Source: an optimization exercise on an open RTL-to-GDS flow (aim: small area). Production flows keep margins and buffers that such runs may drop.
Function was checked by simulation only, so behaviour that the tests miss may differ from the original.
Power and IR drop assume default switching activity.

==> flow/design.v, too long to show whole: its modules and the start of the top module <==
// module fir16_top: 905 lines
// module fir16_fa: 6 lines
// module fir16_ha: 6 lines
module fir16_top (clk, reset, sample_in, y_out);
  // ...
==> flow/run.sh <==
#!/bin/bash
# synth_recipe.tcl (not shown) runs the flow's synth.tcl, then flattens the netlist and writes it again
# the make line also repeats each setting of config.mk as NAME=value (left out here)
make -C /OpenROAD-flow-scripts/flow DESIGN_CONFIG=/design/flow/config.mk WORK_HOME=/design/flow/orfs CLKGATE_MAP_FILE= SYNTH_SCRIPT=/design/flow/synth_recipe.tcl finish
==> flow/config.mk <==
export PLATFORM = sky130hd
export DESIGN_NAME = fir16_top
export DESIGN_NICKNAME = fir16_top
export VERILOG_FILES = /design/flow/design.v
export SDC_FILE = /design/flow/constraint.sdc
export NUM_CORES = 4
export LEC_CHECK = 0
export CAP_MARGIN = 20
export CORE_MARGIN = 2
export CORE_UTILIZATION = 40
export CTS_BUF_LIST = sky130_fd_sc_hd__clkbuf_4
export SLEW_MARGIN = 20
export SYNTH_HIERARCHICAL = 1
export SYNTH_MINIMUM_KEEP_SIZE = 0
==> flow/constraint.sdc <==
create_clock -name core_clock -period 8.0 [get_ports {clk}]
set_input_delay 1.6000 -clock core_clock [delete_from_list [all_inputs] [get_ports {clk}]]
set_output_delay 1.6000 -clock core_clock [all_outputs]
set_load 0.01 [all_outputs]
==> qor_table.md, run 1 <==
| Step | Metric | This run |
|---|---|---|
| setup path | Data arrival time of the worst path | 6.11 ns |
| final layout | Clock buffer count in the final layout | 120 |
| global route | Busiest grt layer | met2 |
| final layout | Inverter count of the layout excluding clock inverters | 153 |
| routing | Number of nets with antenna violations after routing | 0 |
| placed design | Standard cell area after detailed placement | 0.0222 mm² |
| final layout | Leading cell type in the layout, fill and taps excluded | fa_1 |
| routing | Overall routed net length | 46000 µm |
| final layout | Fraction of final layout cells with drive strength greater than 1 | 0.105 |
| final layout | FF+latch area | 0.00625 mm² |
| setup path | Critical setup path kind | register to output pin |
| logic synthesis | Dominant combinational cell family by area after synthesis | adder cells |
| logic synthesis | Sequential fraction of the synthesis area | 0.295 |
| power | Leakage power total | 10.7 nW |
| outcome | Run status | no timing/DRC/antenna violations |
| logic synthesis | Number of warning messages in the yosys log | 7 |
| floorplan | Starting density of the core | 0.404 |
| routing | Initial DRT Pass Iterations | 6 |
| setup path | Worst path slowest cell | fa_2 |
| power | Clk network pwr share | 0.321 |
| global route | Routing usage on met2 | 0.327 |
| sta | Slew at the pin closest to its max-slew limit | 0.997 ns |
| power | Switching power total | 1.32 mW |
| power | Share of total power consumed by net switching | 0.304 |
| setup path | Flop-to-flop setup slack | 0.58 ns |
| floorplan | Core outline area | 0.0524 mm² |
| global route | Number of global-route vias before repair | 12523 |
==> inputs of run 2 (changes only) <==
--- a/flow/config.mk
+++ b/flow/config.mk
@@ -8,7 +8,7 @@
 export CAP_MARGIN = 20
 export CORE_MARGIN = 2
 export CORE_UTILIZATION = 40
-export CTS_BUF_LIST = sky130_fd_sc_hd__clkbuf_4
+export CTS_BUF_LIST = sky130_fd_sc_hd__clkbuf_8
 export SLEW_MARGIN = 20
 export SYNTH_HIERARCHICAL = 1
 export SYNTH_MINIMUM_KEEP_SIZE = 0
==> run 2 against run 1 <==
Critical path type unchanged. Worst setup slack got worse by 0.0021 ns. Sequential power barely moved. Synthesized cell count did not move. Non-clock buffer count did not move. Synthesized area did not move. Still clean on timing, DRC and antenna.
==> qor_table.md, run 2 <==
| Step | Metric | This run | vs previous |
|---|---|---|---|
| sta | Tightest hold margin | 0.436 ns |  |
| power | Largest voltage drop on the vdd net | 0.142 mV |  |
| logic synthesis | Net count after synthesis | 2099 |  |
| global route | Antenna violations before repair | 1 |  |
| logic synthesis | Post-synth top cells | fa_1, dfxtp_1, nor2b_1, inv_1, ha_1 |  |
| final layout | Commonest cells after routing, fill and taps aside | fa_1, dfxtp_1, nor2b_1 |  |
| sta | Slew at the pin closest to its max-slew limit | 0.992 ns | -0.00447 ns |
| global route | Maximum number of pins on one net before global-route repair | 169 |  |
| clock network | CTS tree | yes |  |
| placed design | Final weighted congestion of routability-driven global placement | 0.901 |  |
| global route | Global-route wire length before repair | 71300 µm |  |
| routing | Drt via density | 4.52 |  |
| setup path | Worst path slowest cell | fa_1 |  |
| sta | Min Clock Period, post-route | 7.71 ns |  |
| floorplan | Die span in x | 234 µm |  |
| final layout | Fraction of final layout cells with drive strength greater than 1 | 0.0762 | -0.0286 |
| routing | DRC | 0 |  |
| routing | Initial DRT Pass Iterations | 4 | -2 |
| final layout | FILL cells | 4673 |  |
| logic synthesis | Share of synthesized flip-flops with an asynchronous set or reset | 0 |  |
| logic synthesis | Number of distinct library cells after synthesis | 9 |  |
| clock network | Count of H-tree levels built during CTS | 2 |  |
| clock network | Clock latency reported for the late side of the worst-skew pair | 0.64 ns |  |
| routing | Met2 Wirelength | 25000 µm |  |
| floorplan | Boundary pin count | 54 |  |
| setup path | Buffer and inverter count on the worst path | 2 |  |
| floorplan | Core outline area | 0.0524 mm² | unchanged |
| logic synthesis | Cell types with the largest area share after synthesis | fa_1, dfxtp_1, nor2b_1 |  |
| floorplan | Die Area | 0.0549 mm² |  |
| setup path | Delay-heaviest family, CP | adder cells |  |
| global route | Number of global-route vias before repair | 12243 | -2.2% |
| setup path | Highest fanout seen on the critical path | 8 |  |
| final layout | # nets final | 2144 |  |
| setup path | Most frequent cell on the critical path | fa_2 |  |
| setup path | CP peak stage delay | 0.39 ns |  |
| routing | Metal-1 WL | 17500 µm |  |
| final layout | FF+latch area | 0.00625 mm² | unchanged |
| placed design | HPWL reported at the end of detailed placement | 39200 µm |  |
| routing | Initial detailed-routing violation count | 368 |  |
| min path | Type of the worst min-delay path | register to register |  |
| global route | Combined global-route utilization of all metal layers | 0.181 |  |
| clock network | Total number of clock tree sinks | 312 |  |
| sta | Final total negative setup slack | 0 ns |  |
| clock network | Post-CTS setup repair buffer count | 0 |  |
| setup path | Required time of the worst setup path | 6.40 ns |  |
| placed design | Count of buffers from port buffering | 53 |  |
| clock network | Total of hold buffers inserted after clock tree synthesis | 0 |  |
| sta | Max Fclk | 130 MHz |  |
| logic synthesis | Synthesized area per cell | 14.5 µm² |  |
| routing | Average wire per standard cell | 20.5 µm |  |
| job | Max-Cap Viols | 0 |  |
| logic synthesis | Number of warning messages in the yosys log | 7 | unchanged |
| setup path | Critical setup path kind | register to output pin |  |
| sta | Clock skew after layout | 0.0241 ns |  |
| routing | Overall routed net length | 45900 µm | -0.25% |
| sta | Count of endpoints failing hold in the final timing report | 0 |  |
| setup path | Data arrival time of the worst path | 6.11 ns | about the same |
| routing | Number of nets with antenna violations after routing | 0 | unchanged |
| sta | Worst relative slew slack | 0.338 |  |
| outcome | Run status | no timing/DRC/antenna violations |  |
| logic synthesis | Synth area leader | fa_1 |  |
| clock network | Clk pin slew, worst setup/hold paths | 0.06 ns |  |
| routing | Uppermost signal routing layer after detailed routing | met4 |  |
| final layout | Leading cell type in the layout, fill and taps excluded | fa_1 |  |
| final layout | Area occupied by multi-input gates | 0.0140 mm² |  |
| clock network | TritonCTS Buffers | 52 |  |
| power | Leakage power total | 10.8 nW | +0.58% |
| logic synthesis | Most repeated cell in the gate-level netlist after synthesis | fa_1 |  |
| setup path | Critical path endpoint category | output pin |  |
| routing | Met3 wire length | 1820 µm |  |
| logic synthesis | Mapped cell area | 0.0212 mm² |  |
| logic synthesis | Sequential fraction of the synthesis area | 0.295 | unchanged |
| power | Total power divided by cell area | 194 mW/mm² |  |
| final layout | Post-synthesis to final-layout area growth | 10.7% |  |
| setup path | Critical Path Start Type | register |  |
| routing | Total via count after detailed routing | 10116 |  |
| floorplan | Site Rows | 84 |  |
| logic synthesis | Cell count after synthesis | 1461 |  |
| floorplan | Die boundary height | 234 µm |  |
| clock network | Number of buffers on the longest clock path | 3 |  |
| sta | Final-report setup violation count | 0 |  |
| logic synthesis | Primary flip-flop cell chosen by synthesis mapping | dfxtp_1 |  |
| floorplan | Starting density of the core | 0.404 | unchanged |
| setup path | Worst path cell trace | inv_1 > ha_1 > ha_1 > fa_2 > fa_1 > ha_2 > fa_2 > fa_1 > ha_2 > fa_2 > fa_1 > fa_1 > ha_1 > fa_2 > fa_2 > fa_2 > ha_4 > clkdlybuf4s15_2 |  |
| clock network | Root buffer cell | clkbuf_8 |  |
| sta | RSZ-0062 raised after global routing | false |  |
| sta | Final critical-path share of the clock period | 0.964 |  |
| logic synthesis | Flop and latch count out of synthesis | 312 |  |
| logic synthesis | Number of enable-type register cells in the synthesized netlist | 0 |  |
| sta | Slew Limit Fails | 0 |  |
| logic synthesis | Share of Yosys cell area claimed by the top area cell type | 0.538 |  |
| global route | Aggregate global routing overflow | 0 |  |
-- run 2: cell counts after synthesis --
Identical to the previous run, type by type.
-- run 2: final cells by class --
class / instances / area share
repair buffers: 56 / 0.0241
well taps: 688 / 0.0367
clock buffers: 69 / 0.0405
multi-input cells: 931 / 0.597
flip-flops and latches: 312 / 0.266
diodes: 1 / 0.000107
inverters: 153 / 0.0245
clock inverters: 28 / 0.0111
-- run 2: cells by family after synthesis --
group	after synthesis	synth area share
flops	312	0.295
simple gates	311	0.0918
buf+inv	218	0.0459
fa+ha+maj	620	0.568
-- run 2: modules after synthesis (local to each module, per instance) --
module	times used	flip-flops and latches	cells
fir16_ha	35	0	1
fir16_top	1	312	856
fir16_fa	570	0	1
-- run 2: worst paths after layout --
path / start / end / slack (ns) / depth (start not counted)
worst max-delay path: r_n652 / y_out[35] / 0.29 / 18
worst min-delay path: tap0[9] / tap1[9] / 0.44 / 1
worst max register to register: tap1[0] / r_n651 / 0.57 / 19
worst min register to register: tap0[9] / tap1[9] / 0.44 / 1
-- run 2: per-layer routing --
metal  global-route usage  vias up
li1                     -     4366
met1                0.215     5456
met2                0.328      211
met3               0.0323       83
met4               0.0686        0
met5                    0        -
-- run 2: what timing repair did --
action | in CTS | in global routing
hold endpoints to repair | 0 | 0
gates resized for setup | 32 | 3
pin swaps | 0 | 1
setup endpoints to repair | 9 | 9
-- run 2: metrics by stage --
step / power, mW / setup WS, ns / cells / area, µm² / utilization
after floorplan: 2.66 / 0.912 / 1461 / 21200 / -
after global placement: 3.02 / 0.179 / 2140 / 22200 / 0.424
after detailed placement: 3.01 / 0.113 / 2140 / 22200 / 0.424
after CTS: 4.67 / 0.0536 / 2237 / 23500 / 0.447
after global routing: 4.91 / 0.0167 / 2238 / 23500 / 0.448
final: 4.56 / 0.288 / 2238 / 23500 / 0.448
-- run 2: where the power goes --
group,internal [mW],leakage [nW],switching (mW)
sequential,1.64,2.53,0.0354
combinational,0.657,7.61,0.612
clock,0.936,0.669,0.680
total,3.23,10.8,1.33
==> inputs of run 3 (changes only) <==
--- a/flow/config.mk
+++ b/flow/config.mk
@@ -9,6 +9,8 @@
 export CORE_MARGIN = 2
 export CORE_UTILIZATION = 40
 export CTS_BUF_LIST = sky130_fd_sc_hd__clkbuf_8
+export CTS_CLUSTER_DIAMETER = 50
+export CTS_CLUSTER_SIZE = 20
 export SLEW_MARGIN = 20
 export SYNTH_HIERARCHICAL = 1
 export SYNTH_MINIMUM_KEEP_SIZE = 0
==> run 3 against run 2 <==
Global-route usage fell by 0.26 points. Clock skew up 0.019 ns. Worst setup slack worse by 0.0032 ns. Cell area decreased by 1.3%. Sequential power barely moved. Total power is 6.5% lower. First-iteration DRC count grew 17%. Largest cell class unchanged. Sequential share of layout area rose by 0.36 points. Cell count is 1.4% lower. Still clean on timing, DRC and antenna. Synthesized area is the same. Wire length shrank 1.3%.
==> qor_table.md, run 3 <==
| Step | Metric | This run | vs previous |
|---|---|---|---|
| sta | Max Fclk | 130 MHz | about the same |
| routing | DRC | 0 | unchanged |
| floorplan | Core outline area | 0.0524 mm² | unchanged |
| clock network | Total number of clock tree sinks | 312 | unchanged |
| sta | Count of endpoints failing hold in the final timing report | 0 | unchanged |
| sta | Min Clock Period, post-route | 7.72 ns | +0.00325 ns |
| logic synthesis | Synthesized area per cell | 14.5 µm² | unchanged |
| floorplan | Die span in x | 234 µm | unchanged |
| logic synthesis | Number of warning messages in the yosys log | 7 | unchanged |
| clock network | Clock latency reported for the late side of the worst-skew pair | 0.60 ns | -0.04 ns |
| floorplan | Site Rows | 84 | unchanged |
| logic synthesis | Dominant combinational cell family by area after synthesis | adder cells |  |
| final layout | Commonest cells after routing, fill and taps aside | fa_1, dfxtp_1, nor2b_1 |  |
| clock network | Root buffer cell | clkbuf_8 |  |
| logic synthesis | Synth area leader | fa_1 |  |
| placed design | Final weighted congestion of routability-driven global placement | 0.901 | unchanged |
| sta | RSZ-0062 raised after global routing | false |  |
| placed design | Instance count after placement with tap cells included | 2140 | unchanged |
| routing | Overall routed net length | 45300 µm | -1.3% |
| global route | Number of global-route vias before repair | 12101 | -1.2% |
| routing | Average wire per standard cell | 20.5 µm | +0.13% |
| setup path | Worst path cell trace | inv_1 > ha_1 > ha_1 > fa_2 > fa_1 > ha_2 > fa_2 > fa_1 > ha_1 > fa_2 > fa_1 > fa_1 > ha_1 > fa_2 > fa_2 > fa_2 > ha_4 > clkdlybuf4s15_2 |  |
| setup path | Source of the worst register-to-register timing path | tap1[0] |  |
| clock network | CTS tree | yes |  |
| setup path | Data arrival time of the worst path | 6.12 ns | about the same |
| final layout | Fraction of the core area covered by cells at the end of the flow | 0.442 | -0.00594 |
| setup path | Source of the critical timing path | r_n652 |  |
| sta | Worst relative slew slack | 0.331 | -0.00717 |
| logic synthesis | Share of synthesized flip-flops with an asynchronous set or reset | 0 | unchanged |
| sta | Slew at the pin closest to its max-slew limit | 1.00 ns | +0.0108 ns |
| sta | Tightest hold margin | 0.433 ns | -0.00294 ns |
| clock network | TritonCTS Buffers | 36 | -31% |
| clock network | Total of hold buffers inserted after clock tree synthesis | 0 | unchanged |
| floorplan | Starting density of the core | 0.404 | unchanged |
| sta | Slew Limit Fails | 0 | unchanged |
| logic synthesis | Number of distinct library cells after synthesis | 9 | unchanged |
| routing | Initial detailed-routing violation count | 431 | +17% |
| setup path | CP peak stage delay | 0.39 ns | about the same |
| setup path | Critical setup path kind | register to output pin |  |
| sta | Final total negative setup slack | 0 ns | unchanged |
| power | Largest voltage drop on the vdd net | 0.165 mV | +16% |
| setup path | Delay-heaviest family, CP | adder cells |  |
| routing | Drt via density | 4.52 | +0.11% |
| logic synthesis | Adder and majority gate portion of the synthesized area | 0.568 | unchanged |
| logic synthesis | Number of enable-type register cells in the synthesized netlist | 0 | unchanged |
| setup path | Critical Path Start Type | register |  |
| routing | Total via count after detailed routing | 9982 | -1.3% |
| setup path | Required time of the worst setup path | 6.40 ns | about the same |
| setup path | Highest fanout seen on the critical path | 8 | unchanged |
| logic synthesis | Mapped cell area | 0.0212 mm² | unchanged |
| setup path | Worst path slowest cell | fa_1 |  |
| power | Total power divided by cell area | 184 mW/mm² | -5.2% |
| logic synthesis | Proportion of synthesized area in mux cells | 0 | unchanged |
| logic synthesis | Cell types with the largest area share after synthesis | fa_1, dfxtp_1, nor2b_1 |  |
| logic synthesis | Net count after synthesis | 2099 | unchanged |
| outcome | Run status | no timing/DRC/antenna violations |  |
| routing | Number of nets with antenna violations after routing | 0 | unchanged |
| sta | Final-report setup violation count | 0 | unchanged |
| logic synthesis | Fraction of the mapped netlist area in compound gates | 0 | unchanged |
| logic synthesis | Cell count after synthesis | 1461 | unchanged |
| routing | Initial DRT Pass Iterations | 4 | unchanged |
| placed design | HPWL reported at the end of detailed placement | 39200 µm | unchanged |
| floorplan | Die boundary height | 234 µm | unchanged |
| logic synthesis | Post-synth top cells | fa_1, dfxtp_1, nor2b_1, inv_1, ha_1 |  |
| global route | Maximum number of pins on one net before global-route repair | 169 | unchanged |
| floorplan | Boundary pin count | 54 | unchanged |
| setup path | Critical path endpoint category | output pin |  |
| min path | Type of the worst min-delay path | register to register |  |
| clock network | Clk pin slew, worst setup/hold paths | 0.11 ns | +0.05 ns |
| final layout | Final Non-Filler Cells | 2206 | -1.4% |
| clock network | Count of H-tree levels built during CTS | 2 | unchanged |
| final layout | Fraction of final layout cells with drive strength greater than 1 | 0.0633 | -0.0129 |
| logic synthesis | Primary flip-flop cell chosen by synthesis mapping | dfxtp_1 |  |
| global route | Combined global-route utilization of all metal layers | 0.179 | -0.00260 |
| logic synthesis | Synth Area in Simple Gates | 0.0918 | unchanged |
| logic synthesis | Share of the synthesized netlist area taken by xor and xnor gates | 0 | unchanged |
| final layout | Leading cell type in the layout, fill and taps excluded | fa_1 |  |
| clock network | Number of buffers on the longest clock path | 3 | unchanged |
| global route | Global-route wire length before repair | 70500 µm | -1.1% |
| logic synthesis | Flop and latch count out of synthesis | 312 | unchanged |
| power | Post-layout total power | 4.27 mW | -6.5% |
| global route | Aggregate global routing overflow | 0 | unchanged |
| floorplan | Die Area | 0.0549 mm² | unchanged |
| logic synthesis | Sequential fraction of the synthesis area | 0.295 | unchanged |
| job | Max-Cap Viols | 0 | unchanged |
| placed design | Count of buffers from port buffering | 53 | unchanged |
| final layout | # nets final | 2128 | -0.75% |
| min path | Hold_sp | tap0[7] |  |
| setup path | Buffer and inverter count on the worst path | 2 | unchanged |
| final layout | Post-synthesis to final-layout area growth | 9.27% |  |
| sta | Final critical-path share of the clock period | 0.964 | about the same |
| sta | Clock skew after layout | 0.0432 ns | +0.0190 ns |
| setup path | Most frequent cell on the critical path | fa_2 |  |
| logic synthesis | Share of Yosys cell area claimed by the top area cell type | 0.538 | unchanged |
| global route | Antenna violations before repair | 1 | unchanged |
| power | Leakage power total | 10.6 nW | -2.1% |
| logic synthesis | Most repeated cell in the gate-level netlist after synthesis | fa_1 |  |
run 3: cell count changes in the layout (fill, tap and decap cells not counted), sizes merged:
cell,change
inv,+5
clkinvlp,+2
clkbuf,-32
clkinv,-4
bufinv,-3
run 3: per-module statistics from Yosys (local to each module, per instance):
module,area (µm²),times used
fir16_top,9350,1
fir16_fa,20.0,570
fir16_ha,12.5,35
run 3: power by group:
group / internal [mW] / total [mW] / switching, mW
Clock: 0.583 / 1.33 / 0.748
Combinational: 0.654 / 1.26 / 0.607
Sequential: 1.64 / 1.67 / 0.0354
Total: 2.88 / 4.27 / 1.39
run 3: cell type report:
cell class / count / area, µm²
timing repair buffer: 56 / 567
antenna: 1 / 2.50
inverter: 153 / 574
sequential: 312 / 6250
multi-input combinational: 931 / 14000
clock buffer: 37 / 509
tap: 688 / 861
fill: 4698 / 29300
clock inverter: 28 / 393
run 3: worst reg2reg max path: stages, from the launching register on:
cell	delay, ns
dfxtp_1	0.33
ha_1	0.20
fa_1	0.41
fa_1	0.44
fa_1	0.69
fa_1	0.49
fa_1	0.41
fa_1	0.39
fa_1	0.46
fa_1	0.51
inv_1	0.05
fa_1	0.45
fa_1	0.39
fa_1	0.40
fa_1	0.39
fa_1	0.40
ha_1	0.20
inv_1	0.06
fa_1	0.40
or2_2	0.27
run 3: what timing repair did:
| item | in CTS | in global routing |
|---|---|---|
| pin swaps | 0 | 1 |
| cloned | 0 | 0 |
| resized for setup | 30 | 4 |
| setup buffers | 0 | 0 |
| setup endpoints to repair | 9 | 10 |
run 3: routing by layer:
layer  track usage  part of all wire
met1         0.214              0.38
met2         0.325              0.55
met3        0.0298             0.037
met4        0.0625             0.035
met5             0                 0
run 3: cells by family (layout without fill, tap and decap cells):
kind of cell | count (synthesis) | in the layout
adder cells (fa/ha/maj) | 620 | 620
flip-flops | 312 | 312
AND/OR/NAND/NOR | 311 | 311
buffers and inverters | 218 | 274
other | 0 | 1
run 3: worst paths after layout:
check             depth (start not counted)  slack (ns)        end
setup / recovery                         18        0.28  y_out[35]
hold / removal                            1        0.43    tap1[7]
setup reg to reg                         19        0.58     r_n651
hold reg to reg                           1        0.43    tap1[7]
run 3: metrics by stage:
stage / setup WS (ns) / cell area [µm²]
3_5_place_dp: 0.113 / 22200
3_3_place_gp: 0.179 / 22200
6_report: 0.285 / 23200
4_1_cts: 0.00235 / 23200
5_1_grt: 0.00498 / 23200
2_1_floorplan: 0.912 / 21200
==> inputs of run 4 (changes only) <==
--- a/flow/config.mk
+++ b/flow/config.mk
@@ -9,8 +9,8 @@
 export CORE_MARGIN = 2
 export CORE_UTILIZATION = 40
 export CTS_BUF_LIST = sky130_fd_sc_hd__clkbuf_8
-export CTS_CLUSTER_DIAMETER = 50
-export CTS_CLUSTER_SIZE = 20
+export CTS_CLUSTER_DIAMETER = 80
+export CTS_CLUSTER_SIZE = 16
 export SLEW_MARGIN = 20
 export SYNTH_HIERARCHICAL = 1
 export SYNTH_MINIMUM_KEEP_SIZE = 0
==> run 4 against run 3 <==
Count of clock-buffer cells in the layout decreased by 8. Cell area decreased by 1.9%. Utilization decreased by 0.82 points. Via count decreased by 0.45%. Sequential cell count unchanged. Still clean on timing, DRC and antenna. Clock power decreased by 32%. Sequential share of layout area increased by 0.51 points. Cell count decreased by 1.3%. Clock skew decreased by 0.025 ns. Critical path type unchanged. Register-to-register slack got worse by 0.02 ns. Critical path depth unchanged.
==> qor_table.md, run 4 <==
| Step | Metric | This run | vs previous |
|---|---|---|---|
| logic synthesis | Primary flip-flop cell chosen by synthesis mapping | dfxtp_1 |  |
| global route | Aggregate global routing overflow | 0 | unchanged |
| final layout | # nets final | 2118 | -0.47% |
| global route | Number of global-route vias before repair | 11969 | -1.1% |
| final layout | Post-layout instance area | 0.0227 mm² | -1.9% |
| placed design | Instance count after placement with tap cells included | 2140 | unchanged |
| routing | DRC | 0 | unchanged |
| logic synthesis | Mapped cell area | 0.0212 mm² | unchanged |
| power | Leakage power total | 10.4 nW | -1.9% |
| logic synthesis | Number of enable-type register cells in the synthesized netlist | 0 | unchanged |
| sta | Min Clock Period, post-route | 7.68 ns | -0.0319 ns |
| min path | Hold_sp | tap0[7] |  |
| clock network | Clk pin slew, worst setup/hold paths | 0.10 ns | about the same |
| final layout | FILL cells | 4735 | +0.79% |
| floorplan | Die span in x | 234 µm | unchanged |
| logic synthesis | Flop and latch count out of synthesis | 312 | unchanged |
| sta | Slew Limit Fails | 0 | unchanged |
| power | Switching power total | 1.21 mW | -13% |
| final layout | Area occupied by multi-input gates | 0.0140 mm² | about the same |
| placed design | Count of buffers from port buffering | 53 | unchanged |
| sta | Final critical-path share of the clock period | 0.960 | -0.00399 |
| floorplan | Die boundary height | 234 µm | unchanged |
| outcome | Run status | no timing/DRC/antenna violations |  |
| clock network | Clock latency reported for the late side of the worst-skew pair | 0.62 ns | +0.02 ns |
| placed design | HPWL reported at the end of detailed placement | 39200 µm | unchanged |
| power | Logic pwr share | 0.329 | +0.033 |
| placed design | Standard cell area after detailed placement | 0.0222 mm² | unchanged |
| logic synthesis | Post-synth top cells | fa_1, dfxtp_1, nor2b_1, inv_1, ha_1 |  |
| setup path | Count of cells along the worst register-to-register path | 19 | unchanged |
| floorplan | Site Rows | 84 | unchanged |
| setup path | Required time of the worst setup path | 6.40 ns | about the same |
| clock network | Root buffer cell | clkbuf_8 |  |
| power | Sequential share of power | 0.436 | +0.044 |
| sta | Worst relative slew slack | 0.347 | +0.0156 |
| clock network | Count of H-tree levels built during CTS | 1 | -1 |
| sta | Count of endpoints failing hold in the final timing report | 0 | unchanged |
| routing | Overall routed net length | 45300 µm | -0.15% |
| placed design | Final weighted congestion of routability-driven global placement | 0.901 | unchanged |
| routing | Number of nets with antenna violations after routing | 0 | unchanged |
| setup path | Critical Path Start Type | register |  |
| placed design | Pre-CTS worst setup slack | 0.113 ns | unchanged |
| logic synthesis | Synth area leader | fa_1 |  |
| floorplan | Die Area | 0.0549 mm² | unchanged |
| routing | Average wire per standard cell | 20.8 µm | +1.2% |
| min path | Type of the worst min-delay path | register to register |  |
| logic synthesis | Share of Yosys cell area claimed by the top area cell type | 0.538 | unchanged |
| power | Internal Power | 2.63 mW | -8.4% |
| setup path | Worst path cell trace | inv_1 > ha_1 > ha_1 > fa_2 > fa_1 > ha_2 > fa_2 > fa_1 > ha_1 > fa_2 > fa_2 > fa_1 > ha_1 > fa_2 > fa_2 > fa_2 > ha_4 > clkdlybuf4s15_2 |  |
| logic synthesis | Share of synthesized flip-flops with an asynchronous set or reset | 0 | unchanged |
| clock network | CTS tree | yes |  |
| routing | Total via count after detailed routing | 9937 | -0.45% |
| routing | Initial DRT Pass Iterations | 4 | unchanged |
| floorplan | Core outline area | 0.0524 mm² | unchanged |
| power | Largest voltage drop on the vdd net | 0.128 mV | -22% |
| clock network | Number of buffers on the longest clock path | 3 | unchanged |
| setup path | CP peak stage delay | 0.38 ns | about the same |
| floorplan | Starting density of the core | 0.404 | unchanged |
| sta | Worst Setup Slack, final | 0.317 ns | +0.0319 ns |
| setup path | Source of the worst register-to-register timing path | tap1[0] |  |
| global route | Maximum number of pins on one net before global-route repair | 169 | unchanged |
| clock network | Total of hold buffers inserted after clock tree synthesis | 0 | unchanged |
| setup path | Terminus of the critical flop-to-flop path | r_n651 |  |
| clock network | Total number of clock tree sinks | 312 | unchanged |
| setup path | Data arrival time of the worst path | 6.08 ns | -0.04 ns |
| final layout | Leading cell type in the layout, fill and taps excluded | fa_1 |  |
| power | Share of total power consumed by net switching | 0.314 | -0.0116 |
| sta | Tightest hold margin | 0.435 ns | +0.00208 ns |
| logic synthesis | Number of distinct library cells after synthesis | 9 | unchanged |
| final layout | Commonest cells after routing, fill and taps aside | fa_1, dfxtp_1, nor2b_1 |  |
| final layout | Post-synthesis to final-layout area growth | 7.23% |  |
| setup path | Highest fanout seen on the critical path | 8 | unchanged |
| routing | Initial detailed-routing violation count | 428 | -0.70% |
| logic synthesis | Synthesized area per cell | 14.5 µm² | unchanged |
| floorplan | Boundary pin count | 54 | unchanged |
| sta | Final total negative setup slack | 0 ns | unchanged |
| sta | Slew at the pin closest to its max-slew limit | 0.980 ns | -0.0234 ns |
| power | Clk network pwr share | 0.235 | -0.077 |
| final layout | Fraction of final layout cells with drive strength greater than 1 | 0.0457 | -0.0176 |
| setup path | Most frequent cell on the critical path | fa_2 |  |
| clock network | Post-CTS setup repair buffer count | 0 | unchanged |
| routing | Drt via density | 4.56 | +0.88% |
| logic synthesis | Net count after synthesis | 2099 | unchanged |
| setup path | Critical setup path kind | register to output pin |  |
| final layout | Final Non-Filler Cells | 2177 | -1.3% |
| power | Total power divided by cell area | 169 mW/mm² | -8.3% |
| global route | Combined global-route utilization of all metal layers | 0.178 | -0.000936 |
| clock network | TritonCTS Buffers | 26 | -28% |
| sta | Max Fclk | 130 MHz | +0.42% |
| sta | Clock skew after layout | 0.0180 ns | -0.0251 ns |
| setup path | Worst path slowest cell | fa_1 |  |
| logic synthesis | Cell count after synthesis | 1461 | unchanged |
| sta | RSZ-0062 raised after global routing | false |  |
| global route | Antenna violations before repair | 1 | unchanged |
| setup path | Termination of the worst setup path | y_out[35] |  |
| setup path | Flop-to-flop setup slack | 0.56 ns | -0.02 ns |
| logic synthesis | Number of warning messages in the yosys log | 7 | unchanged |
| logic synthesis | Most repeated cell in the gate-level netlist after synthesis | fa_1 |  |
| final layout | FF+latch area | 0.00625 mm² | unchanged |
| job | Max-Cap Viols | 0 | unchanged |
| global route | Global-route wire length before repair | 70300 µm | -0.24% |
| setup path | Critical path endpoint category | output pin |  |
| setup path | Source of the critical timing path | r_n652 |  |
| logic synthesis | Sequential fraction of the synthesis area | 0.295 | unchanged |
| logic synthesis | Cell types with the largest area share after synthesis | fa_1, dfxtp_1, nor2b_1 |  |
| sta | Final-report setup violation count | 0 | unchanged |
==> run 4: cell types whose count changed in the layout (fill, tap and decap cells not counted) <==
cell,delta
clkinvlp_4,-1
fa_2,+1
clkinv_8,-4
bufinv_16,-2
inv_8,-2
inv_6,-4
inv_12,-7
fa_1,-1
clkbuf_8,-8
inv_16,-1
==> run 4: per-module statistics from Yosys (local to each module, per instance) <==
module / flops+latches / times used / cells inside
fir16_top: 312 / 1 / 856
fir16_fa: 0 / 570 / 1
fir16_ha: 0 / 35 / 1
==> run 4: critical path: cells and delay by family (launching register included) <==
family / cells / cell delay [ns]
adder cells (fa/ha/maj): 16 / 4.89
flip-flops: 1 / 0.32
buffers and inverters: 2 / 0.27
==> run 4: layout make-up <==
type,instances,area share
Antenna cell,1,0.000110
Clock buffer,29,0.0176
Clock inverter,7,0.00303
Inverter,153,0.0253
Multi-Input combinational cell,931,0.616
Sequential cell,312,0.275
Tap cell,688,0.0379
Timing Repair Buffer,56,0.0249
==> run 4: cell families (layout without fill, tap and decap cells) <==
kind of cell | after synthesis | in the layout | synth area share
other | 0 | 1 | 0
buffers and inverters | 218 | 245 | 0.0459
and+or+nand+nor | 311 | 311 | 0.0918
adders and majority gates | 620 | 620 | 0.568
DFF | 312 | 312 | 0.295
==> run 4: routing by layer <==
metal,GRT usage,vias to the layer above,share of wire
met4,0.0568,0,0.036
met2,0.325,180,0.55
met3,0.0265,74,0.038
li1,-,4283,-
met5,0,-,0
met1,0.215,5400,0.38
==> run 4: stage by stage <==
step	util	power, mW
finish	0.433	3.84
global route	0.433	4.16
CTS	0.433	3.93
detailed placement	0.424	3.01
global placement	0.424	3.02
floorplan	-	2.66
==> run 4: power groups by stage <==
| stage | sequential, mW | combinational, mW | clock (mW) |
|---|---|---|---|
| after CTS | 1.68 | 1.31 | 0.943 |
| after floorplan | 1.70 | 0.956 | 0 |
| after global placement | 1.71 | 1.31 | 0 |
| after global routing | 1.69 | 1.48 | 0.994 |
| final | 1.67 | 1.26 | 0.903 |
| after detailed placement | 1.71 | 1.30 | 0 |
==> run 4: repair_timing <==
item / in CTS / in global routing
resized for setup: 31 / 4
endpoints found under the setup margin: 9 / 10
pin swaps: 0 / 1
==> run 4: worst min-delay path by stage <==
stage,end,slack (ns),depth (start not counted)
final,tap1[7],0.44,1
after global routing,tap1[7],0.45,1
after CTS,tap1[7],0.43,1
after detailed placement,tap1[7],0.43,1
after global placement,tap1[14],0.43,1
after floorplan,tap1[0],0.41,1
==> inputs of run 5 (changes only) <==
--- a/flow/config.mk
+++ b/flow/config.mk
@@ -8,9 +8,6 @@
 export CAP_MARGIN = 20
 export CORE_MARGIN = 2
 export CORE_UTILIZATION = 40
-export CTS_BUF_LIST = sky130_fd_sc_hd__clkbuf_8
-export CTS_CLUSTER_DIAMETER = 80
-export CTS_CLUSTER_SIZE = 16
 export SLEW_MARGIN = 20
 export SYNTH_HIERARCHICAL = 1
 export SYNTH_MINIMUM_KEEP_SIZE = 0
==> run 5 against run 4 <==
Combinational power about the same. Critical path type unchanged. Via count increased by 0.78%. Highest routed layer unchanged. Register-to-register slack about the same. Wire length increased by 1.1%. Cell count increased by 1.1%. Sequential power about the same. Die area unchanged. Non-clock buffer count unchanged. Largest cell class unchanged.
==> qor_table.md, run 5 <==
| Step | Metric | This run | vs previous |
|---|---|---|---|
| sta | Worst Setup Slack, final | 0.279 ns | -0.0374 ns |
| global route | Antenna violations before repair | 0 | -1 |
| setup path | CP peak stage delay | 0.55 ns | +0.17 ns |
| setup path | Required time of the worst setup path | 6.40 ns | about the same |
| routing | Number of nets with antenna violations after routing | 0 | unchanged |
| clock network | Root buffer cell | clkbuf_16 |  |
| setup path | Worst path cell trace | inv_1 > ha_1 > ha_1 > fa_1 > fa_1 > ha_1 > fa_2 > fa_1 > ha_2 > fa_2 > fa_1 > fa_1 > ha_1 > fa_1 > fa_1 > fa_2 > dlygate4sd2_1 |  |
| routing | Drt via density | 4.55 | -0.31% |
| final layout | # nets final | 2128 | +0.47% |
| placed design | Pre-CTS worst setup slack | 0.113 ns | unchanged |
| setup path | Worst path slowest cell | fa_2 |  |
| power | Post-layout total power | 4.58 mW | +19% |
| logic synthesis | Cell types with the largest area share after synthesis | fa_1, dfxtp_1, nor2b_1 |  |
| setup path | Most frequent cell on the critical path | fa_1 |  |
| clock network | Number of buffers on the longest clock path | 3 | unchanged |
| setup path | Critical setup path kind | register to output pin |  |
| floorplan | Die boundary height | 234 µm | unchanged |
| setup path | Highest fanout seen on the critical path | 1 | -7 |
| routing | Average wire per standard cell | 20.8 µm | about the same |
| routing | Total via count after detailed routing | 10015 | +0.78% |
| job | Max-Cap Viols | 0 | unchanged |
| final layout | Inserted Diodes | 0 | -1 |
| floorplan | Boundary pin count | 54 | unchanged |
| logic synthesis | Number of distinct library cells after synthesis | 9 | unchanged |
| sta | Clock skew after layout | 0.0178 ns | -0.000255 ns |
| logic synthesis | Share of synthesized flip-flops with an asynchronous set or reset | 0 | unchanged |
| clock network | Total number of clock tree sinks | 312 | unchanged |
| final layout | Commonest cells after routing, fill and taps aside | fa_1, dfxtp_1, nor2b_1 |  |
| logic synthesis | Primary flip-flop cell chosen by synthesis mapping | dfxtp_1 |  |
| power | Total power divided by cell area | 196 mW/mm² | +16% |
| final layout | Fraction of final layout cells with drive strength greater than 1 | 0.0562 | +0.0105 |
| logic synthesis | Cell count after synthesis | 1461 | unchanged |
| sta | Tightest hold margin | 0.437 ns | +0.00169 ns |
| logic synthesis | Most repeated cell in the gate-level netlist after synthesis | fa_1 |  |
| sta | Final critical-path share of the clock period | 0.965 | +0.00467 |
| sta | Worst relative slew slack | 0.341 | -0.00548 |
| floorplan | Site Rows | 84 | unchanged |
| setup path | Data arrival time of the worst path | 6.12 ns | +0.04 ns |
| power | Largest voltage drop on the vdd net | 0.175 mV | +37% |
| sta | Slew Limit Fails | 0 | unchanged |
| floorplan | Die Area | 0.0549 mm² | unchanged |
| sta | Max Fclk | 130 MHz | -0.48% |
| final layout | Post-synthesis to final-layout area growth | 10.3% |  |
| power | Leakage power total | 10.7 nW | +3.3% |
| clock network | TritonCTS Buffers | 36 | +38% |
| global route | Combined global-route utilization of all metal layers | 0.182 | +0.00388 |
| logic synthesis | Post-synth top cells | fa_1, dfxtp_1, nor2b_1, inv_1, ha_1 |  |
| floorplan | Die span in x | 234 µm | unchanged |
| global route | Number of global-route vias before repair | 12189 | +1.8% |
| final layout | Leading cell type in the layout, fill and taps excluded | fa_1 |  |
| clock network | Clock latency reported for the late side of the worst-skew pair | 0.55 ns | -0.07 ns |
| sta | Final-report setup violation count | 0 | unchanged |
| final layout | FILL cells | 4685 | -1.1% |
| final layout | Final Non-Filler Cells | 2201 | +1.1% |
| logic synthesis | Net count after synthesis | 2099 | unchanged |
| placed design | HPWL reported at the end of detailed placement | 39200 µm | unchanged |
| clock network | Count of H-tree levels built during CTS | 2 | +1 |
| clock network | Total of hold buffers inserted after clock tree synthesis | 0 | unchanged |
| setup path | Critical path endpoint category | output pin |  |
| placed design | Count of buffers from port buffering | 53 | unchanged |
| sta | RSZ-0062 raised after global routing | false |  |
| logic synthesis | Share of Yosys cell area claimed by the top area cell type | 0.538 | unchanged |
| global route | Global-route wire length before repair | 71300 µm | +1.4% |
| sta | Slew at the pin closest to its max-slew limit | 0.988 ns | +0.00823 ns |
| logic synthesis | Flop and latch count out of synthesis | 312 | unchanged |
| placed design | Instance count after placement with tap cells included | 2140 | unchanged |
| logic synthesis | Number of warning messages in the yosys log | 7 | unchanged |
| outcome | Run status | no timing/DRC/antenna violations |  |
| clock network | Post-CTS setup repair buffer count | 0 | unchanged |
| global route | Aggregate global routing overflow | 0 | unchanged |
| routing | Initial detailed-routing violation count | 408 | -4.7% |
| logic synthesis | Number of enable-type register cells in the synthesized netlist | 0 | unchanged |
| clock network | Clk pin slew, worst setup/hold paths | 0.07 ns | -0.03 ns |
| min path | Type of the worst min-delay path | register to register |  |
| placed design | Standard cell area after detailed placement | 0.0222 mm² | unchanged |
| logic synthesis | Sequential fraction of the synthesis area | 0.295 | unchanged |
| setup path | Delay-heaviest family, CP | adder cells |  |
| placed design | Final weighted congestion of routability-driven global placement | 0.901 | unchanged |
| floorplan | Starting density of the core | 0.404 | unchanged |
| routing | Overall routed net length | 45800 µm | +1.1% |
| routing | DRC | 0 | unchanged |
| logic synthesis | Synth area leader | fa_1 |  |
| sta | Min Clock Period, post-route | 7.72 ns | +0.0374 ns |
| logic synthesis | Mapped cell area | 0.0212 mm² | unchanged |
| logic synthesis | Synthesized area per cell | 14.5 µm² | unchanged |
| sta | Count of endpoints failing hold in the final timing report | 0 | unchanged |
| final layout | Fraction of the core area covered by cells at the end of the flow | 0.446 | +0.0124 |
| setup path | Buffer and inverter count on the worst path | 2 | unchanged |
| setup path | Critical Path Start Type | register |  |
| floorplan | Core outline area | 0.0524 mm² | unchanged |
| final layout | Post-layout instance area | 0.0234 mm² | +2.9% |
| clock network | CTS tree | yes |  |
| sta | Final total negative setup slack | 0 ns | unchanged |
| global route | Maximum number of pins on one net before global-route repair | 169 | unchanged |
| routing | Initial DRT Pass Iterations | 4 | unchanged |
run 5: per-module statistics from Yosys (local to each module, per instance):
module,cells,times used,flip-flops and latches
fir16_top,856,1,312
fir16_ha,1,35,0
fir16_fa,1,570,0
run 5: final cells by class:
cell class,instances,area (µm²),area share
inverters,153,574,0.0246
repair buffers,56,517,0.0221
flip-flops and latches,312,6250,0.267
well taps,688,861,0.0368
clock inverters,13,133,0.00567
multi-input cells,931,14000,0.599
clock buffers,48,1050,0.0448
run 5: what timing repair did:
| item | 4_1_cts | 5_1_grt |
|---|---|---|
| cloned | 0 | 0 |
| endpoints found under the setup margin | 9 | 9 |
| resized for setup | 15 | 16 |
run 5: logic make-up (layout without fill, tap and decap cells):
logic type / after synthesis / count (layout) / synth area share
adders and majority gates: 620 / 620 / 0.568
buffers and inverters: 218 / 270 / 0.0459
and+or+nand+nor: 311 / 311 / 0.0918
DFF: 312 / 312 / 0.295
run 5: final timing paths:
path                  from         to  slack, ns  cells past startpoint
hold / removal    tap0[12]   tap1[12]       0.44                      1
setup reg to reg   tap1[0]     r_n651       0.56                     19
hold reg to reg   tap0[12]   tap1[12]       0.44                      1
setup / recovery    r_n652  y_out[27]       0.28                     17
run 5: power breakdown:
part	internal (mW)	switching, mW	total, mW
combinational	0.651	0.609	1.26
sequential	1.64	0.0350	1.68
clock	0.959	0.684	1.64
run 5: layer usage:
layer  vias to the layer above  track usage  share of wire
met5                         -            0              0
met4                         0       0.0732          0.039
met3                        83       0.0299          0.034
met2                       179        0.326           0.54
met1                      5418        0.217           0.39
li1                       4335            -              -
==> inputs of run 6 (changes only) <==
--- a/flow/config.mk
+++ b/flow/config.mk
@@ -8,6 +8,9 @@
 export CAP_MARGIN = 20
 export CORE_MARGIN = 2
 export CORE_UTILIZATION = 40
+export CTS_BUF_LIST = sky130_fd_sc_hd__clkbuf_4 sky130_fd_sc_hd__clkbuf_8
+export CTS_CLUSTER_DIAMETER = 60
+export CTS_CLUSTER_SIZE = 12
 export SLEW_MARGIN = 20
 export SYNTH_HIERARCHICAL = 1
 export SYNTH_MINIMUM_KEEP_SIZE = 0
==> run 6 against run 5 <==
Largest cell class unchanged. Still clean on timing, DRC and antenna. Combinational power about the same. Sequential power is essentially flat. Worst hold slack got worse by 0.013 ns. Utilization down 0.82 points. Worst setup slack better by 0.0069 ns. Critical path depth up 1. Fmax about the same. First-iteration DRC count rose by 2.0%. Count of clock-buffer cells in the layout fell by 3. Via count is 0.33% lower. Cell count decreased by 0.18%. Register-to-register slack improved by 0.02 ns.
==> qor_table.md, run 6 <==
| Step | Metric | This run | vs previous |
|---|---|---|---|
| power | Largest voltage drop on the vdd net | 0.127 mV | -27% |
| logic synthesis | Share of synthesized flip-flops with an asynchronous set or reset | 0 | unchanged |
| final layout | Leading cell type in the layout, fill and taps excluded | fa_1 |  |
| logic synthesis | Post-synth top cells | fa_1, dfxtp_1, nor2b_1, inv_1, ha_1 |  |
| final layout | Commonest cells after routing, fill and taps aside | fa_1, dfxtp_1, nor2b_1 |  |
| logic synthesis | Synth area leader | fa_1 |  |
| global route | Antenna violations before repair | 1 | +1 |
| power | Total power divided by cell area | 179 mW/mm² | -8.7% |
| logic synthesis | Number of warning messages in the yosys log | 7 | unchanged |
| floorplan | Site Rows | 84 | unchanged |
| sta | Worst relative slew slack | 0.335 | -0.00657 |
| final layout | Final Non-Filler Cells | 2197 | -0.18% |
| logic synthesis | Number of enable-type register cells in the synthesized netlist | 0 | unchanged |
| job | Max-Cap Viols | 0 | unchanged |
| global route | Maximum number of pins on one net before global-route repair | 169 | unchanged |
| sta | Final-report setup violation count | 0 | unchanged |
| final layout | Post-synthesis to final-layout area growth | 8.27% |  |
| sta | Clock skew after layout | 0.0325 ns | +0.0147 ns |
| placed design | Instance count after placement with tap cells included | 2140 | unchanged |
| logic synthesis | Most repeated cell in the gate-level netlist after synthesis | fa_1 |  |
| setup path | CP peak stage delay | 0.39 ns | -0.16 ns |
| logic synthesis | Share of Yosys cell area claimed by the top area cell type | 0.538 | unchanged |
| setup path | Data arrival time of the worst path | 6.11 ns | about the same |
| floorplan | Starting density of the core | 0.404 | unchanged |
| clock network | Clock latency reported for the late side of the worst-skew pair | 0.58 ns | +0.03 ns |
| setup path | Worst path cell trace | inv_1 > ha_1 > ha_1 > fa_2 > fa_1 > ha_2 > fa_2 > fa_1 > ha_1 > fa_2 > fa_1 > fa_1 > ha_1 > fa_1 > fa_2 > fa_2 > ha_4 > clkdlybuf4s15_2 |  |
| final layout | Fraction of the core area covered by cells at the end of the flow | 0.438 | -0.00818 |
| setup path | Critical Path Start Type | register |  |
| setup path | Required time of the worst setup path | 6.40 ns | about the same |
| sta | Final critical-path share of the clock period | 0.964 | about the same |
| final layout | # nets final | 2129 | +0.047% |
| routing | Overall routed net length | 45400 µm | -0.80% |
| placed design | Final weighted congestion of routability-driven global placement | 0.901 | unchanged |
| logic synthesis | Cell count after synthesis | 1461 | unchanged |
| sta | RSZ-0062 raised after global routing | false |  |
| outcome | Run status | no timing/DRC/antenna violations |  |
| setup path | Highest fanout seen on the critical path | 8 | +7 |
| power | Leakage power total | 10.5 nW | -1.8% |
| logic synthesis | Primary flip-flop cell chosen by synthesis mapping | dfxtp_1 |  |
| floorplan | Die boundary height | 234 µm | unchanged |
| logic synthesis | Number of distinct library cells after synthesis | 9 | unchanged |
| logic synthesis | Cell types with the largest area share after synthesis | fa_1, dfxtp_1, nor2b_1 |  |
| setup path | Flop-to-flop setup slack | 0.58 ns | +0.02 ns |
| logic synthesis | Sequential fraction of the synthesis area | 0.295 | unchanged |
| logic synthesis | Mapped cell area | 0.0212 mm² | unchanged |
| clock network | Clk pin slew, worst setup/hold paths | 0.08 ns | about the same |
| sta | Min Clock Period, post-route | 7.71 ns | -0.00688 ns |
| floorplan | Die Area | 0.0549 mm² | unchanged |
| clock network | Number of buffers on the longest clock path | 3 | unchanged |
| routing | DRC | 0 | unchanged |
| clock network | Count of H-tree levels built during CTS | 2 | unchanged |
| routing | Initial DRT Pass Iterations | 4 | unchanged |
| sta | Tightest hold margin | 0.424 ns | -0.0131 ns |
| sta | Slew at the pin closest to its max-slew limit | 0.998 ns | +0.00986 ns |
| global route | Combined global-route utilization of all metal layers | 0.179 | -0.00232 |
| final layout | FF+latch area | 0.00625 mm² | unchanged |
| final layout | FILL cells | 4728 | +0.92% |
| global route | Global-route wire length before repair | 70600 µm | -0.96% |
| logic synthesis | Synthesized area per cell | 14.5 µm² | unchanged |
| floorplan | Die span in x | 234 µm | unchanged |
| setup path | Worst path slowest cell | fa_1 |  |
| routing | Initial detailed-routing violation count | 416 | +2.0% |
| sta | Count of endpoints failing hold in the final timing report | 0 | unchanged |
| logic synthesis | Net count after synthesis | 2099 | unchanged |
| final layout | Area occupied by multi-input gates | 0.0140 mm² | about the same |
| placed design | HPWL reported at the end of detailed placement | 39200 µm | unchanged |
| final layout | Fraction of final layout cells with drive strength greater than 1 | 0.0570 | +0.000849 |
| clock network | Total number of clock tree sinks | 312 | unchanged |
| routing | Total via count after detailed routing | 9982 | -0.33% |
| sta | Max Fclk | 130 MHz | about the same |
| placed design | Count of buffers from port buffering | 53 | unchanged |
| min path | Type of the worst min-delay path | register to register |  |
| routing | Number of nets with antenna violations after routing | 0 | unchanged |
| clock network | Root buffer cell | clkbuf_8 |  |
| clock network | TritonCTS Buffers | 37 | +2.8% |
| sta | Slew Limit Fails | 0 | unchanged |
| routing | Drt via density | 4.54 | -0.15% |
| setup path | Critical setup path kind | register to output pin |  |
| clock network | CTS tree | yes |  |
| logic synthesis | Flop and latch count out of synthesis | 312 | unchanged |
| setup path | Critical path endpoint category | output pin |  |
| routing | Average wire per standard cell | 20.7 µm | -0.62% |
| floorplan | Core outline area | 0.0524 mm² | unchanged |
| global route | Number of global-route vias before repair | 12077 | -0.92% |
| global route | Aggregate global routing overflow | 0 | unchanged |
| floorplan | Boundary pin count | 54 | unchanged |
[run 6: cell counts after synthesis]
No cell type changed its count.
[run 6: kinds of logic (layout without fill, tap and decap cells)]
kind of cell             count (synthesis)  in the layout  synth area share
adder cells (fa/ha/maj)                620            620             0.568
flip-flops                             312            312             0.295
AND/OR/NAND/NOR                        311            311            0.0918
buffers and inverters                  218            265            0.0459
other                                    0              1                 0
[run 6: modules after synthesis (local to each module, per instance)]
module	copies in the design	area (µm²)	flops+latches	cells inside
fir16_ha	35	12.5	0	1
fir16_fa	570	20.0	0	1
fir16_top	1	9350	312	856
[run 6: layout make-up]
type,count,area share
Antenna cell,1,0.000109
Clock buffer,45,0.0262
Clock inverter,11,0.00600
Inverter,153,0.0250
Multi-Input combinational cell,931,0.610
Sequential cell,312,0.272
Tap cell,688,0.0375
Timing Repair Buffer,56,0.0228
[run 6: repair_timing]
item	4_1_cts	5_1_grt
setup endpoints to repair	9	10
gates resized for setup	16	17
setup buffers	0	0
hold buffers	0	0
pin swaps	0	0
hold endpoints to repair	0	0
[run 6: critical path, delay by kind of cell (launching register included)]
| kind | cells | cell delay [ns] |
|---|---|---|
| fa+ha+maj | 16 | 4.98 |
| flops | 1 | 0.31 |
| buf+inv | 2 | 0.26 |
[run 6: where the power goes]
group / total (mW) / switching, mW / internal (mW)
Combinational: 1.26 / 0.610 / 0.652
Clock: 1.17 / 0.598 / 0.569
Sequential: 1.67 / 0.0350 / 1.64
[run 6: layer usage]
layer / vias to the layer above / GRT usage / part of all wire
met4: 0 / 0.0585 / 0.031
met2: 173 / 0.327 / 0.55
met1: 5421 / 0.215 / 0.38
met3: 72 / 0.0294 / 0.036
li1: 4316 / - / -
met5: - / 0 / 0
[run 6: per-stage QoR]
step | setup TNS [ns] | total power, mW | worst slack, ns | cell area, µm²
floorplan | 0 | 2.66 | 0.912 | 21200
CTS | -0.0512 | 4.21 | -0.0120 | 23000
finish | 0 | 4.10 | 0.286 | 23000
detailed placement | 0 | 3.01 | 0.113 | 22200
global placement | 0 | 3.02 | 0.179 | 22200
global route | 0 | 4.44 | 0.0131 | 23000
[run 6: final timing paths]
path	start	endpoint	depth (start not counted)
max	r_n652	y_out[30]	18
max reg2reg	tap1[0]	r_n651	19
min	tap0[15]	tap1[15]	1
min reg2reg	tap0[15]	tap1[15]	1
==> inputs of run 7 (changes only) <==
--- a/flow/config.mk
+++ b/flow/config.mk
@@ -8,9 +8,9 @@
 export CAP_MARGIN = 20
 export CORE_MARGIN = 2
 export CORE_UTILIZATION = 40
-export CTS_BUF_LIST = sky130_fd_sc_hd__clkbuf_4 sky130_fd_sc_hd__clkbuf_8
+export CTS_BUF_LIST = sky130_fd_sc_hd__clkbuf_8 sky130_fd_sc_hd__clkbuf_16
 export CTS_CLUSTER_DIAMETER = 60
-export CTS_CLUSTER_SIZE = 12
+export CTS_CLUSTER_SIZE = 18
 export SLEW_MARGIN = 20
 export SYNTH_HIERARCHICAL = 1
 export SYNTH_MINIMUM_KEEP_SIZE = 0
==> run 7 against run 6 <==
Still clean on timing, DRC and antenna. Worst hold slack better by 0.0011 ns. Via count is 0.49% higher. Fmax is 0.14% lower. Register-to-register slack about the same. Sequential cell count unchanged. Cell count fell by 0.27%. Utilization up 0.56 points. Synthesized cell count unchanged. Synthesized area stayed put. Largest cell class unchanged. Highest routed layer unchanged.
==> qor_table.md, run 7 <==
| Step | Metric | This run | vs previous |
|---|---|---|---|
| placed design | Final weighted congestion of routability-driven global placement | 0.901 | unchanged |
| logic synthesis | Synth area leader | fa_1 |  |
| sta | Final total negative setup slack | 0 ns | unchanged |
| power | Internal Power | 3.09 mW | +8.2% |
| sta | Tightest hold margin | 0.425 ns | +0.00110 ns |
| sta | RSZ-0062 raised after global routing | false |  |
| logic synthesis | Mapped cell area | 0.0212 mm² | unchanged |
| logic synthesis | Primary flip-flop cell chosen by synthesis mapping | dfxtp_1 |  |
| sta | Min Clock Period, post-route | 7.73 ns | +0.0110 ns |
| global route | Number of global-route vias before repair | 12027 | -0.41% |
| clock network | CTS tree | yes |  |
| global route | Combined global-route utilization of all metal layers | 0.178 | -0.000950 |
| logic synthesis | Post-synth top cells | fa_1, dfxtp_1, nor2b_1, inv_1, ha_1 |  |
| global route | Aggregate global routing overflow | 0 | unchanged |
| logic synthesis | Net count after synthesis | 2099 | unchanged |
| floorplan | Boundary pin count | 54 | unchanged |
| routing | Initial detailed-routing violation count | 459 | +10% |
| floorplan | Site Rows | 84 | unchanged |
| floorplan | Die boundary height | 234 µm | unchanged |
| sta | Count of endpoints failing hold in the final timing report | 0 | unchanged |
| clock network | Number of buffers on the longest clock path | 3 | unchanged |
| clock network | Count of H-tree levels built during CTS | 1 | -1 |
| routing | Drt via density | 4.58 | +0.77% |
| routing | Total via count after detailed routing | 10031 | +0.49% |
| power | Clk network pwr share | 0.338 | +0.054 |
| final layout | Fraction of final layout cells with drive strength greater than 1 | 0.0519 | -0.00513 |
| final layout | Leading cell type in the layout, fill and taps excluded | fa_1 |  |
| sta | Final critical-path share of the clock period | 0.966 | +0.00138 |
| logic synthesis | Synthesized area per cell | 14.5 µm² | unchanged |
| clock network | Total number of clock tree sinks | 312 | unchanged |
| routing | Overall routed net length | 45400 µm | about the same |
| global route | Global-route wire length before repair | 70600 µm | about the same |
| routing | Number of nets with antenna violations after routing | 0 | unchanged |
| power | Share of total power consumed by net switching | 0.302 | -0.000754 |
| setup path | Highest fanout seen on the critical path | 8 | unchanged |
| placed design | Count of buffers from port buffering | 53 | unchanged |
| routing | Average wire per standard cell | 20.7 µm | +0.23% |
| sta | Clock skew after layout | 0.0262 ns | -0.00635 ns |
| power | Total power divided by cell area | 191 mW/mm² | +6.7% |
| floorplan | Die Area | 0.0549 mm² | unchanged |
| global route | Antenna violations before repair | 0 | -1 |
| routing | Initial DRT Pass Iterations | 5 | +1 |
| logic synthesis | Sequential fraction of the synthesis area | 0.295 | unchanged |
| power | Logic pwr share | 0.284 | -0.024 |
| clock network | Post-CTS setup repair buffer count | 0 | unchanged |
| power | Switching power total | 1.34 mW | +7.8% |
| logic synthesis | Number of enable-type register cells in the synthesized netlist | 0 | unchanged |
| clock network | Clk pin slew, worst setup/hold paths | 0.07 ns | about the same |
| power | Post-layout total power | 4.43 mW | +8.1% |
| power | Leakage power total | 10.6 nW | +1.1% |
| logic synthesis | Cell types with the largest area share after synthesis | fa_1, dfxtp_1, nor2b_1 |  |
| final layout | Fraction of the core area covered by cells at the end of the flow | 0.443 | +0.00563 |
| global route | Maximum number of pins on one net before global-route repair | 169 | unchanged |
| logic synthesis | Number of distinct library cells after synthesis | 9 | unchanged |
| logic synthesis | Cell count after synthesis | 1461 | unchanged |
| outcome | Run status | no timing/DRC/antenna violations |  |
| sta | Final-report setup violation count | 0 | unchanged |
| clock network | Clock latency reported for the late side of the worst-skew pair | 0.60 ns | +0.02 ns |
| final layout | Commonest cells after routing, fill and taps aside | fa_1, dfxtp_1, nor2b_1 |  |
| clock network | TritonCTS Buffers | 29 | -22% |
| placed design | HPWL reported at the end of detailed placement | 39200 µm | unchanged |
| setup path | Required time of the worst setup path | 6.40 ns | about the same |
| power | Largest voltage drop on the vdd net | 0.151 mV | +19% |
| setup path | Critical setup path kind | register to output pin |  |
| logic synthesis | Flop and latch count out of synthesis | 312 | unchanged |
| sta | Slew Limit Fails | 0 | unchanged |
| final layout | Area occupied by multi-input gates | 0.0140 mm² | unchanged |
| final layout | FF+latch area | 0.00625 mm² | unchanged |
| setup path | Data arrival time of the worst path | 6.13 ns | +0.02 ns |
| floorplan | Starting density of the core | 0.404 | unchanged |
| final layout | Inserted Diodes | 0 | -1 |
| sta | Worst relative slew slack | 0.337 | +0.00263 |
| sta | Slew at the pin closest to its max-slew limit | 0.994 ns | -0.00395 ns |
| final layout | FILL cells | 4671 | -1.2% |
| setup path | Critical path endpoint category | output pin |  |
| logic synthesis | Share of synthesized flip-flops with an asynchronous set or reset | 0 | unchanged |
| floorplan | Core outline area | 0.0524 mm² | unchanged |
| sta | Max Fclk | 129 MHz | -0.14% |
| logic synthesis | Number of warning messages in the yosys log | 7 | unchanged |
| clock network | Root buffer cell | clkbuf_16 |  |
| logic synthesis | Most repeated cell in the gate-level netlist after synthesis | fa_1 |  |
| job | Max-Cap Viols | 0 | unchanged |
| setup path | Critical Path Start Type | register |  |
| final layout | # nets final | 2121 | -0.38% |
| routing | DRC | 0 | unchanged |
| logic synthesis | Share of Yosys cell area claimed by the top area cell type | 0.538 | unchanged |
| min path | Type of the worst min-delay path | register to register |  |
| floorplan | Die span in x | 234 µm | unchanged |
| final layout | Post-synthesis to final-layout area growth | 9.67% |  |
| power | Sequential share of power | 0.378 | -0.030 |
==> run 7: cell counts after synthesis <==
Identical to the previous run, type by type.
==> run 7: timing repair <==
action | in CTS | in global routing
endpoints found under the setup margin | 9 | 9
hold buffers | 0 | 0
gates resized for setup | 17 | 16
==> run 7: path summary, 6_finish.rpt <==
check	startpoint	endpoint	slack, ns	depth (start not counted)
max reg2reg	tap1[0]	r_n651	0.57	19
min	tap0[7]	tap1[7]	0.42	1
min reg2reg	tap0[7]	tap1[7]	0.42	1
max	r_n652	y_out[30]	0.27	18
==> run 7: metrics by stage <==
step	area [µm²]	std cells	worst slack, ns
CTS	23300	2191	0.0210
finish	23200	2191	0.275
floorplan	21200	1461	0.912
global route	23200	2191	0.00131
global placement	22200	2140	0.179
detailed placement	22200	2140	0.113
==> run 7: cells by family (layout without fill, tap and decap cells) <==
| kind of cell | after synthesis | in the layout | synth area share |
|---|---|---|---|
| adders and majority gates | 620 | 620 | 0.568 |
| buffers and inverters | 218 | 260 | 0.0459 |
| DFF | 312 | 312 | 0.295 |
| and+or+nand+nor | 311 | 311 | 0.0918 |
==> run 7: power groups by stage <==
stage               Clock (mW)  Sequential, mW  Combinational, mW
global placement             0            1.71               1.31
detailed placement           0            1.71               1.30
finish                    1.50            1.67               1.26
CTS                       1.54            1.68               1.31
global route              1.60            1.69               1.48
floorplan                    0            1.70              0.956
==> run 7: worst max-delay path, stage by stage, from the launching register on <==
cell and delay [ns]:
dfxtp_1 0.31, inv_1 0.04, ha_1 0.19, ha_1 0.20, fa_2 0.35, fa_1 0.38
ha_1 0.21, fa_2 0.35, fa_1 0.37, ha_1 0.21, fa_2 0.34, fa_2 0.35
fa_1 0.38, ha_1 0.21, fa_1 0.39, fa_2 0.36, fa_2 0.36, ha_4 0.31
clkdlybuf4s15_2 0.22
==> run 7: final cells by class <==
type / count / share of cell area
multi-input combinational: 931 / 0.603
clock inverter: 21 / 0.0128
tap: 688 / 0.0370
inverter: 153 / 0.0247
timing repair buffer: 56 / 0.0225
clock buffer: 30 / 0.0318
sequential: 312 / 0.269
==> run 7: layer usage <==
| metal | up-vias | track usage | share of wire |
|---|---|---|---|
| met1 | 5451 | 0.215 | 0.38 |
| met2 | 182 | 0.323 | 0.54 |
| met5 | - | 0 | 0 |
| met3 | 88 | 0.0277 | 0.035 |
| met4 | 0 | 0.0633 | 0.040 |
| li1 | 4310 | - | - |
==> run 7: Yosys stat by module (local to each module, per instance) <==
module / times used / cells / flip-flops and latches
fir16_ha: 35 / 1 / 0
fir16_fa: 570 / 1 / 0
fir16_top: 1 / 856 / 312

[afterwards: timing with drivers on the ports]
The results above use ideal ports. As a check the final layouts listed here were re-extracted and re-timed, cells and wires unchanged.
Step 1, drivers: a clkbuf_16 drives clk and a buf_2 each remaining input, both assumed.
Step 2, shift: input delay + t, output delay - t, t = (earliest + latest rising clock arrival at the registers) / 2. This alone moves slack from input paths to output paths.
a / b / c = ideal / step 1 / step 2; a / b = the first two.
run	t (ns)	setup WS [ns]	worst setup path at the end	clock arrival spread, ns	cell pins on the clock port's net
run 1	0.836	0.290 / 0.239 / 0.584	register to register	0.052 / 0.052	1
run 2	0.682	0.288 / 0.236 / 0.569	register to register	0.030 / 0.030	1
run 3	0.633	0.285 / 0.232 / 0.584	register to register	0.043 / 0.043	1
run 4	0.667	0.317 / 0.264 / 0.564	register to register	0.018 / 0.018	1
run 5	0.601	0.279 / 0.223 / 0.563	register to register	0.018 / 0.018	1
run 6	0.615	0.286 / 0.235 / 0.579	register to register	0.033 / 0.033	1
run 7	0.645	0.275 / 0.218 / 0.571	register to register	0.027 / 0.028	1
After both steps every run listed still meets setup and hold.
